Background: an optimization exercise with open tools, aiming at small area. Do not read the settings as production practice.
RTL that was checked went through simulation tests only; none was proved equivalent to the original.

## dpc_5x5
module dpc_5x5(
	input			clk,
	input			reset_n,
	input			bayer_format,
	input	[7:0]	i_dpc_threshold,
	input	[2:0]	i_video_syn,
	input	[7:0]	i_data_r0,
	input	[7:0]	i_data_r1,
	input	[7:0]	i_data_r2,
	input	[7:0]	i_data_r3,
	input	[7:0]	i_data_r4,
	output	[2:0]	o_video_sync,
	output	[7:0]	o_data
);
reg		[11:0]	syn_v, syn_h, syn_d;
always @(posedge clk or negedge reset_n)
	if (~reset_n) begin
		syn_v <= 0;
		syn_h <= 0;
		syn_d <= 0;
	end else begin
		syn_v <= {syn_v[10:0], i_video_syn[2]};
		syn_d <= {syn_d[10:0], i_video_syn[1]};
		syn_h <= {syn_h[10:0], i_video_syn[0]};
	end
assign o_video_sync = {syn_v[11], syn_d[11], syn_h[11]};
wire	de_rise = syn_d[2] & ~syn_d[3];
wire	vs_fall = syn_v[3] & ~syn_v[2];
reg		odd_pixel;
reg		odd_line;
always @(posedge clk)
	if (de_rise)
		odd_pixel <= ~bayer_format;
	else if (syn_d[3])
		odd_pixel <= ~odd_pixel;
always @(posedge clk or negedge reset_n)
	if (~reset_n)
		odd_line <= 1'b0;
	else if (vs_fall)
		odd_line <= 1'b0;
	else if (de_rise)
		odd_line <= ~odd_line;
wire	g1 = odd_pixel ^ odd_line;		 
wire	[39:0]	s0 = {i_data_r4, i_data_r3, i_data_r2, i_data_r1, i_data_r0};
reg		[39:0]	s1, s2, s3, s4, s5, s6;
always @(posedge clk) begin
	s1 <= s0;
	s2 <= s1;
	s3 <= s2;
	s4 <= s3;
	s5 <= s4;
	s6 <= s5;
end
function [63:0] nbrs;
	input			g;
	input	[39:0]	c1, c2, c3, c4, c5;
	reg		[7:0]	n1, n2, n3, n4, n6, n7, n8, n9;
	begin
		n1 = g ? c2[8*(1) +: 8] : c1[8*(0) +: 8];
		n2 = c3[8*(0) +: 8];
  ...
For scale: about 1400 cells after synthesis, roughly 65 I/O pins, about 11000 um^2 of cells after synthesis.
export LEC_CHECK = 0
export ABC_AREA = 1
export CAP_MARGIN = 20
export CORE_MARGIN = 2
export CORE_UTILIZATION = 40
export CTS_CLUSTER_DIAMETER = 100
export CTS_CLUSTER_SIZE = 30
export SLEW_MARGIN = 20
create_clock -name core_clock -period 3.5 [get_ports {clk}]
standard.sh (not shown) runs the stock make flow with config.mk's settings and CLKGATE_MAP_FILE= SYNTH_SCRIPT=/design/flow/synth_recipe.tcl, a recipe that flattens the netlist after the stock synthesis.
==> flow/flow/run.sh <==
#!/bin/bash
# Layout flow: the standard synthesis, then the combinational logic of
# the synthesised netlist is mapped again (remap.tcl); registers are left
# exactly as the standard synthesis made them. The re-mapped netlist is used
# only if Yosys proves it equivalent to the standard one (check.tcl). The
# rest is the standard layout (floorplan to finish), with the port buffers
# made of the smallest buffer cell. Each tool writes its own log here.
set -euo pipefail
R=orfs/results/${FLOW_PLATFORM}/dpc_5x5/base

# 1. standard synthesis
bash standard.sh synth > log_synth.txt 2>&1

# 2. map the combinational logic again, keep it if proven equivalent
cp "$R/1_2_yosys.v" log_1_2_yosys_standard.v
if yosys -c flow/remap.tcl > log_remap.txt 2>&1 && yosys -c flow/check.tcl > log_check.txt 2>&1; then
	echo "re-mapped netlist proven equivalent; using it" > log_choice.txt
	cp remap_out.v "$R/1_2_yosys.v"
	rm -f "$R/1_synth.odb" "$R/1_synth.sdc"
else
	echo "re-mapped netlist not used; keeping the standard netlist" > log_choice.txt
fi

# 3. the rest of the standard layout
bash standard.sh "BUFFER_PORTS_ARGS=-buffer_cell sky130_fd_sc_hd__buf_1" finish > log_layout.txt 2>&1
Other scripts of this flow, unchanged in this note and not shown: flow/flow/abc.constr, flow/flow/check.tcl, flow/flow/remap.abc, flow/flow/remap.tcl
The baseline completed with no timing, DRC or antenna violations.
Next try:
--- a/flow/design.v
+++ b/flow/design.v
@@ -163,58 +163,55 @@
 integer	i;
 always @(*) begin
 	for (i = 0; i < 8; i = i + 1)
 		pos[i] = u_c[8] & gt8(u_c[7:0], w1[8*i +: 8]);
 	for (i = 0; i < 4; i = i + 1)
 		neg[i] = ~v[8] & gt8(w1[8*(i+4) +: 8], v[7:0]);
 end
 wire	dec_a = &pos;
 wire	dec_b = (&pos[3:0]) & (&neg);
-wire	[16:0]	q1_7 = mstep(8'h00, 8'h00, bitcol(w1, 7));
-wire	[16:0]	q1_6 = mstep(q1_7[15:8], q1_7[7:0], bitcol(w1, 6));
+wire	[17:0]	q1_7 = mstep2(8'h00, 8'h00, bitcol(w1, 7), bitcol(w1, 6));
 reg		[7:0]	hi2, lo2;
 reg		[7:6]	m2;
 reg				a_2, b_2, g2;
 reg		[5:0]	n1_2, n7_2;
 always @(posedge clk) begin
-	hi2 <= q1_6[15:8];
-	lo2 <= q1_6[7:0];
-	m2 <= {q1_7[16], q1_6[16]};
+	hi2 <= q1_7[15:8];
+	lo2 <= q1_7[7:0];
+	m2 <= {q1_7[17], q1_7[16]};
 	a_2 <= dec_a;
 	b_2 <= dec_b;
 	g2 <= g1;
 	n1_2 <= w1[5:0];
 	n7_2 <= w1[45:40];
 end
 wire	[63:0]	w2x = nbrs(g2, s5, s4, s3, s2, s1);
 wire	[63:0]	w2 = {w2x[63:48], 2'b0, n7_2, w2x[39:8], 2'b0, n1_2};
 wire	[17:0]	q2_5 = mstep2(hi2, lo2, bitcol(w2, 5), bitcol(w2, 4));
-wire	[16:0]	q2_3 = mstep(q2_5[15:8], q2_5[7:0], bitcol(w2, 3));
+wire	[17:0]	q2_3 = mstep2(q2_5[15:8], q2_5[7:0], bitcol(w2, 3), bitcol(w2, 2));
 reg		[7:0]	hi3, lo3;
-reg		[7:3]	m3;
+reg		[7:2]	m3;
 reg				a_3, b_3, g3;
-reg		[2:0]	n1_3, n7_3;
+reg		[1:0]	n1_3, n7_3;
 always @(posedge clk) begin
 	hi3 <= q2_3[15:8];
 	lo3 <= q2_3[7:0];
-	m3 <= {m2, q2_5[17], q2_5[16], q2_3[16]};
+	m3 <= {m2, q2_5[17], q2_5[16], q2_3[17], q2_3[16]};
 	a_3 <= a_2;
 	b_3 <= b_2;
 	g3 <= g2;
-	n1_3 <= n1_2[2:0];
-	n7_3 <= n7_2[2:0];
+	n1_3 <= n1_2[1:0];
+	n7_3 <= n7_2[1:0];
 end
 wire	[63:0]	w3x = nbrs(g3, s6, s5, s4, s3, s2);
-wire	[63:0]	w3 = {w3x[63:48], 5'b0, n7_3, w3x[39:8], 5'b0, n1_3};
-wire	[16:0]	q3_2 = mstep(hi3, lo3, bitcol(w3, 2));
-wire	[16:0]	q3_1 = mstep(q3_2[15:8], q3_2[7:0], bitcol(w3, 1));
-wire	[16:0]	q3_0 = mstep(q3_1[15:8], q3_1[7:0], bitcol(w3, 0));
-wire	[7:0]	med = {m3, q3_2[16], q3_1[16], q3_0[16]};
+wire	[63:0]	w3 = {w3x[63:48], 6'b0, n7_3, w3x[39:8], 6'b0, n1_3};
+wire	[17:0]	q3_1 = mstep2(hi3, lo3, bitcol(w3, 1), bitcol(w3, 0));
+wire	[7:0]	med = {m3, q3_1[17], q3_1[16]};
 wire	[7:0]	c_f = s4[8*(2) +: 8];		 
 wire	[7:0]	p_f = s5[8*(2) +: 8];		 
 reg		[7:0]	d0, d1, d2, d3, d4, d5;
 always @(posedge clk) begin
 	d0 <= a_3 ? med : (b_3 ? c_f : p_f);
 	d1 <= d0;
 	d2 <= d1;
 	d3 <= d2;
 	d4 <= d3;
Global-route usage is higher by 1.5 points; critical path depth is unchanged; die area came out higher by 6.7%; synthesized area increases by 6.8%; setup slack is better by 0.078 ns; wire length climbs by 12%; final area grows by 6.3%; count of clock-buffer cells in the layout is unchanged; synthesized cell count rises by 13%; final cell count increases by 9.6%.

* * *

## main
dpc_5x5, a different RTL version from the one above (not shown whole).
For scale: roughly 1200 cells after synthesis, ~12000 um2 of cells after synthesis.
// dpc_5x5
module dpc_5x5(
	input			clk,
	input			reset_n,
	input			bayer_format,
	input	[7:0]	i_dpc_threshold,
	input	[2:0]	i_video_syn,
	input	[7:0]	i_data_r0,
	input	[7:0]	i_data_r1,
	input	[7:0]	i_data_r2,
	input	[7:0]	i_data_r3,
	input	[7:0]	i_data_r4,
	output	[2:0]	o_video_sync,
	output	[7:0]	o_data
);
Settings: LEC_CHECK=0, CAP_MARGIN=20, CORE_MARGIN=2, CORE_UTILIZATION=40, SLEW_MARGIN=20; clock period 3.5 ns.
==> flow/flow/run.sh <==
#!/bin/bash
# Layout flow: the standard synthesis, then the combinational logic of
# the synthesised netlist is mapped again for area (ABC amap); registers are
# left exactly as the standard synthesis made them. The rest is the standard
# layout (floorplan to finish). Each tool writes its own log here.
set -euo pipefail
R=orfs/results/${FLOW_PLATFORM}/dpc_5x5/base

# 1. standard synthesis
bash standard.sh synth > log_synth.txt 2>&1

# 2. map the combinational logic again
cp "$R/1_2_yosys.v" log_1_2_yosys_standard.v
yosys -c flow/remap.tcl > log_remap.txt 2>&1
cp remap_out.v "$R/1_2_yosys.v"
rm -f "$R/1_synth.odb" "$R/1_synth.sdc"

# 3. the rest of the standard layout
bash standard.sh > log_layout.txt 2>&1
==> flow/flow/abc.constr <==
set_driving_cell sky130_fd_sc_hd__buf_1
set_load 5
==> flow/flow/amap.abc <==
strash
dch -f
amap
topo
stime -c
buffer -c
upsize -c
dnsize -c
==> flow/flow/remap.tcl <==
# Map the combinational part of the standard synthesis netlist again with an
# area-oriented ABC script. Flip-flops are kept as cells (same names and
# types); only the logic between them is replaced.
yosys -import
set lib $::env(FLOW_HOME)/platforms/$::env(FLOW_PLATFORM)/lib/sky130_fd_sc_hd__tt_025C_1v80.lib
set top $::env(FLOW_TOP)
set net orfs/results/$::env(FLOW_PLATFORM)/dpc_5x5/base/1_2_yosys.v

read_liberty -ignore_miss_func $lib
read_verilog $net
hierarchy -top $top
# keep every sequential cell as it is
setattr -mod -set keep_hierarchy 1 sky130_fd_sc_hd__df* sky130_fd_sc_hd__edf* sky130_fd_sc_hd__sdf* sky130_fd_sc_hd__dl* sky130_fd_sc_hd__sdl*
flatten
opt_clean
stat -liberty $lib

set dont_use {}
foreach c {probe_p_8 probec_p_8 lpflow_*} { lappend dont_use -dont_use sky130_fd_sc_hd__$c }
abc -script flow/amap.abc -liberty $lib {*}$dont_use -constr flow/abc.constr -D [expr {int($::env(FLOW_PERIOD_NS) * 1000)}]
opt_clean -purge
stat -liberty $lib
select $top
write_verilog -noattr -noexpr -nohex -nodec -selected remap_out.v
main finished all stages; layout check result: FAIL, due to setup timing.
#### Input delta (the feature branch over main)
diff --git a/flow/design.v b/flow/design.v
--- a/flow/design.v
+++ b/flow/design.v
@@ -164,63 +164,59 @@
 reg		[7:0]	pos;		 
 reg		[3:0]	neg;		 
 integer	i;
 always @(*) begin
 	for (i = 0; i < 8; i = i + 1)
 		pos[i] = u_c[8] & gt8(u_c[7:0], w1[8*i +: 8]);
 	for (i = 0; i < 4; i = i + 1)
 		neg[i] = ~v[8] & gt8(w1[8*(i+4) +: 8], v[7:0]);
 end
 wire	dec_a = &pos;
 wire	dec_b = (&pos[3:0]) & (&neg);
-wire	[16:0]	q1_7 = mstep(8'h00, 8'h00, bitcol(w1, 7));
-wire	[16:0]	q1_6 = mstep(q1_7[15:8], q1_7[7:0], bitcol(w1, 6));
+wire	[17:0]	q1_7 = mstep2(8'h00, 8'h00, bitcol(w1, 7), bitcol(w1, 6));
 reg		[7:0]	hi2, lo2;
 reg		[7:6]	m2;
 reg				a_2, b_2, g2;
 reg		[5:0]	n1_2, n7_2;
 always @(posedge clk) begin
-	hi2 <= q1_6[15:8];
-	lo2 <= q1_6[7:0];
-	m2 <= {q1_7[16], q1_6[16]};
+	hi2 <= q1_7[15:8];
+	lo2 <= q1_7[7:0];
+	m2 <= {q1_7[17], q1_7[16]};
 	a_2 <= dec_a;
 	b_2 <= dec_b;
 	g2 <= g1;
 	n1_2 <= w1[5:0];
 	n7_2 <= w1[45:40];
 end
 wire	[63:0]	w2x = nbrs(g2, s5, s4, s3, s2, s1);
 wire	[63:0]	w2 = {w2x[63:48], 2'b0, n7_2, w2x[39:8], 2'b0, n1_2};
-wire	[16:0]	q2_5 = mstep(hi2, lo2, bitcol(w2, 5));
-wire	[16:0]	q2_4 = mstep(q2_5[15:8], q2_5[7:0], bitcol(w2, 4));
-wire	[16:0]	q2_3 = mstep(q2_4[15:8], q2_4[7:0], bitcol(w2, 3));
+wire	[17:0]	q2_5 = mstep2(hi2, lo2, bitcol(w2, 5), bitcol(w2, 4));
 reg		[7:0]	hi3, lo3;
-reg		[7:3]	m3;
+reg		[7:4]	m3;
 reg				a_3, b_3, g3;
-reg		[2:0]	n1_3, n7_3;
-always @(posedge clk) begin
-	hi3 <= q2_3[15:8];
-	lo3 <= q2_3[7:0];
-	m3 <= {m2, q2_5[16], q2_4[16], q2_3[16]};
+reg		[3:0]	n1_3, n7_3;
+always @(posedge clk) begin
+	hi3 <= q2_5[15:8];
+	lo3 <= q2_5[7:0];
+	m3 <= {m2, q2_5[17], q2_5[16]};
 	a_3 <= a_2;
 	b_3 <= b_2;
 	g3 <= g2;
-	n1_3 <= n1_2[2:0];
-	n7_3 <= n7_2[2:0];
+	n1_3 <= n1_2[3:0];
+	n7_3 <= n7_2[3:0];
 end
 wire	[63:0]	w3x = nbrs(g3, s6, s5, s4, s3, s2);
-wire	[63:0]	w3 = {w3x[63:48], 5'b0, n7_3, w3x[39:8], 5'b0, n1_3};
-wire	[16:0]	q3_2 = mstep(hi3, lo3, bitcol(w3, 2));
-wire	[16:0]	q3_1 = mstep(q3_2[15:8], q3_2[7:0], bitcol(w3, 1));
-wire	[16:0]	q3_0 = mstep(q3_1[15:8], q3_1[7:0], bitcol(w3, 0));
-wire	[7:0]	med = {m3, q3_2[16], q3_1[16], q3_0[16]};
+wire	[63:0]	w3 = {w3x[63:48], 4'b0, n7_3, w3x[39:8], 4'b0, n1_3};
+wire	[17:0]	q3_3 = mstep2(hi3, lo3, bitcol(w3, 3), bitcol(w3, 2));
+wire	[17:0]	q3_1 = mstep2(q3_3[15:8], q3_3[7:0], bitcol(w3, 1), bitcol(w3, 0));
+wire	[7:0]	med = {m3, q3_3[17], q3_3[16], q3_1[17], q3_1[16]};
 wire	[7:0]	c_f = s4[8*(2) +: 8];		 
 wire	[7:0]	p_f = s5[8*(2) +: 8];		 
 reg		[7:0]	d0, d1, d2, d3, d4, d5;
 always @(posedge clk) begin
 	d0 <= a_3 ? med : (b_3 ? c_f : p_f);
 	d1 <= d0;
 	d2 <= d1;
 	d3 <= d2;
 	d4 <= d3;
 	d5 <= d4;
 end
--- outcome ---
- The feature branch: flow complete, layout not clean; failing: setup timing
- Between main and the feature branch, multi-input combinational area share increased.
- Utilization: the feature branch and main compared, lower one is the feature branch
- Taking the feature branch as 1.0, main lands at 1.6 on buffer count excluding the clock tree in the final layout.
- Relative to main, the fmax of the feature branch is higher by about 30%.
No functional check of the RTL was part of any run of this note.

* * *

Another version of the RTL of dpc_5x5 (not shown whole).
For scale: roughly 65 I/O pins, about 0.011 sq mm of cells after synthesis.
clock: 3.5 ns
lec_check: 0
abc_area: 1
cap_margin: 20
core_margin: 2
core_utilization: 40
cts_cluster_diameter: 100
cts_cluster_size: 30
slew_margin: 20
==> flow/flow/run.sh <==
#!/bin/bash
# Layout flow: the standard synthesis, then the combinational logic of
# the synthesised netlist is mapped again; registers are
# left exactly as the standard synthesis made them. The rest is the standard
# layout (floorplan to finish). Each tool writes its own log here.
set -euo pipefail
R=orfs/results/${FLOW_PLATFORM}/dpc_5x5/base

# 1. standard synthesis
bash standard.sh synth > log_synth.txt 2>&1

# 2. map the combinational logic again
cp "$R/1_2_yosys.v" log_1_2_yosys_standard.v
yosys -c flow/remap.tcl > log_remap.txt 2>&1
cp remap_out.v "$R/1_2_yosys.v"
rm -f "$R/1_synth.odb" "$R/1_synth.sdc"

# 3. the rest of the standard layout
bash standard.sh > log_layout.txt 2>&1
==> flow/flow/remap.abc <==
strash
dch
map -B 0.9
topo
stime -c
buffer -c
upsize -c
dnsize -c
==> flow/flow/remap.tcl <==
# Map the combinational part of the standard synthesis netlist again: the
# adder cells that synthesis extracted are dissolved into plain logic and
# ABC maps all logic between the registers again, with the same ABC script,
# delay target and constraints as the standard synthesis. Flip-flops are
# kept as cells (same names and types); only the logic between them changes.
yosys -import
set lib $::env(FLOW_HOME)/platforms/$::env(FLOW_PLATFORM)/lib/sky130_fd_sc_hd__tt_025C_1v80.lib
set top $::env(FLOW_TOP)
set net orfs/results/$::env(FLOW_PLATFORM)/dpc_5x5/base/1_2_yosys.v

read_liberty -ignore_miss_func $lib
read_verilog $net
hierarchy -top $top
# keep every sequential cell as it is
setattr -mod -set keep_hierarchy 1 sky130_fd_sc_hd__df* sky130_fd_sc_hd__edf* sky130_fd_sc_hd__sdf* sky130_fd_sc_hd__dl* sky130_fd_sc_hd__sdl*
flatten
opt_clean
stat -liberty $lib

set dont_use {}
foreach c {probe_p_8 probec_p_8 lpflow_*} { lappend dont_use -dont_use sky130_fd_sc_hd__$c }
abc -script flow/remap.abc -liberty $lib {*}$dont_use -constr flow/abc.constr -D [expr {int($::env(FLOW_PERIOD_NS) * 1000)}]
opt_clean -purge
stat -liberty $lib
select $top
write_verilog -noattr -noexpr -nohex -nodec -selected remap_out.v
Scripts as last shown in full above: flow/flow/abc.constr
Edit:
--- a/flow/design.v
+++ b/flow/design.v
@@ -163,59 +163,55 @@
 integer	i;
 always @(*) begin
 	for (i = 0; i < 8; i = i + 1)
 		pos[i] = u_c[8] & gt8(u_c[7:0], w1[8*i +: 8]);
 	for (i = 0; i < 4; i = i + 1)
 		neg[i] = ~v[8] & gt8(w1[8*(i+4) +: 8], v[7:0]);
 end
 wire	dec_a = &pos;
 wire	dec_b = (&pos[3:0]) & (&neg);
-wire	[16:0]	q1_7 = mstep(8'h00, 8'h00, bitcol(w1, 7));
-wire	[16:0]	q1_6 = mstep(q1_7[15:8], q1_7[7:0], bitcol(w1, 6));
+wire	[17:0]	q1_7 = mstep2(8'h00, 8'h00, bitcol(w1, 7), bitcol(w1, 6));
 reg		[7:0]	hi2, lo2;
 reg		[7:6]	m2;
 reg				a_2, b_2, g2;
 reg		[5:0]	n1_2, n7_2;
 always @(posedge clk) begin
-	hi2 <= q1_6[15:8];
-	lo2 <= q1_6[7:0];
-	m2 <= {q1_7[16], q1_6[16]};
+	hi2 <= q1_7[15:8];
+	lo2 <= q1_7[7:0];
+	m2 <= {q1_7[17], q1_7[16]};
 	a_2 <= dec_a;
 	b_2 <= dec_b;
 	g2 <= g1;
 	n1_2 <= w1[5:0];
 	n7_2 <= w1[45:40];
 end
 wire	[63:0]	w2x = nbrs(g2, s5, s4, s3, s2, s1);
 wire	[63:0]	w2 = {w2x[63:48], 2'b0, n7_2, w2x[39:8], 2'b0, n1_2};
-wire	[16:0]	q2_5 = mstep(hi2, lo2, bitcol(w2, 5));
-wire	[16:0]	q2_4 = mstep(q2_5[15:8], q2_5[7:0], bitcol(w2, 4));
-wire	[16:0]	q2_3 = mstep(q2_4[15:8], q2_4[7:0], bitcol(w2, 3));
+wire	[17:0]	q2_5 = mstep2(hi2, lo2, bitcol(w2, 5), bitcol(w2, 4));
+wire	[17:0]	q2_3 = mstep2(q2_5[15:8], q2_5[7:0], bitcol(w2, 3), bitcol(w2, 2));
 reg		[7:0]	hi3, lo3;
-reg		[7:3]	m3;
+reg		[7:2]	m3;
 reg				a_3, b_3, g3;
-reg		[2:0]	n1_3, n7_3;
+reg		[1:0]	n1_3, n7_3;
 always @(posedge clk) begin
 	hi3 <= q2_3[15:8];
 	lo3 <= q2_3[7:0];
-	m3 <= {m2, q2_5[16], q2_4[16], q2_3[16]};
+	m3 <= {m2, q2_5[17], q2_5[16], q2_3[17], q2_3[16]};
 	a_3 <= a_2;
 	b_3 <= b_2;
 	g3 <= g2;
-	n1_3 <= n1_2[2:0];
-	n7_3 <= n7_2[2:0];
+	n1_3 <= n1_2[1:0];
+	n7_3 <= n7_2[1:0];
 end
 wire	[63:0]	w3x = nbrs(g3, s6, s5, s4, s3, s2);
-wire	[63:0]	w3 = {w3x[63:48], 5'b0, n7_3, w3x[39:8], 5'b0, n1_3};
-wire	[16:0]	q3_2 = mstep(hi3, lo3, bitcol(w3, 2));
-wire	[16:0]	q3_1 = mstep(q3_2[15:8], q3_2[7:0], bitcol(w3, 1));
-wire	[16:0]	q3_0 = mstep(q3_1[15:8], q3_1[7:0], bitcol(w3, 0));
-wire	[7:0]	med = {m3, q3_2[16], q3_1[16], q3_0[16]};
+wire	[63:0]	w3 = {w3x[63:48], 6'b0, n7_3, w3x[39:8], 6'b0, n1_3};
+wire	[17:0]	q3_1 = mstep2(hi3, lo3, bitcol(w3, 1), bitcol(w3, 0));
+wire	[7:0]	med = {m3, q3_1[17], q3_1[16]};
 wire	[7:0]	c_f = s4[8*(2) +: 8];		 
 wire	[7:0]	p_f = s5[8*(2) +: 8];		 
 reg		[7:0]	d0, d1, d2, d3, d4, d5;
 always @(posedge clk) begin
 	d0 <= a_3 ? med : (b_3 ? c_f : p_f);
 	d1 <= d0;
 	d2 <= d1;
 	d3 <= d2;
 	d4 <= d3;
After rerunning: The changed run ran to the end with no violations. Die area climbs by 8.0%. Utilization drops by 3.6 points. Final area climbs by about 1.3%. Hold slack is better by 0.044 ns. Worst setup slack is better by 0.062 ns. Clock skew hardly moves. Via count climbs by about 10%. Register-to-register slack is better by 0.06 ns. Area after synthesis climbs by about 8%. Count of clock-buffer cells in the layout drops by 1.
Function not checked in the first run of this note: the RTL went through the layout flow alone.

## separate check: timing with driven ports
No port has a modelled driver above. Below, the same layouts with a new extraction and two added sets of constraints.
Step 1 (the two cells are an assumption about what drives the block):
set clk [get_ports {clk}]
set_driving_cell -lib_cell sky130_fd_sc_hd__clkbuf_16 $clk
set_driving_cell -lib_cell sky130_fd_sc_hd__buf_2 [delete_from_list [all_inputs] $clk]
Step 2 times the ports against the registers' clock, not the clock port: input delays grow and output delays shrink by t, the midpoint of the rising clock arrivals with the driver on.
Three values: no drivers, after step 1, after step 2; two values: the first two.
| run | t (ns) | setup slack, ns | hold slack, ns | latest minus earliest clock arrival (ns) | worst slew at a driven data input, ns |
|---|---|---|---|---|---|
| the first run of note 1 | 0.557 | 0.228 / 0.228 / 0.183 | 0.266 / 0.237 / 0.314 | 0.035 / 0.035 | 0.04 |
| the second run of note 1 | 0.546 | 0.306 / 0.306 / 0.306 | 0.279 / 0.249 / 0.331 | 0.019 / 0.019 | 0.05 |
| main | 0.561 | -1.626 / -1.626 / -1.626 | 0.315 / 0.315 / 0.315 | 0.034 / 0.035 | 0.04 |
| the feature branch | 0.561 | -0.450 / -0.450 / -0.450 | 0.322 / 0.322 / 0.322 | 0.022 / 0.022 | 0.06 |
| the first run of note 3 | 0.558 | 0.168 / 0.168 / -0.040 | 0.274 / 0.244 / 0.325 | 0.029 / 0.029 | 0.04 |
| the second run of note 3 | 0.552 | 0.230 / 0.230 / 0.230 | 0.318 / 0.318 / 0.318 | 0.026 / 0.026 | 0.05 |
With both steps, setup timing fails in the first run of note 3, where it was met with ideal ports. For the first run of note 3, which loses most, drivers alone change the setup slack by 0.000 ns; drivers and shift together by -0.208 ns.
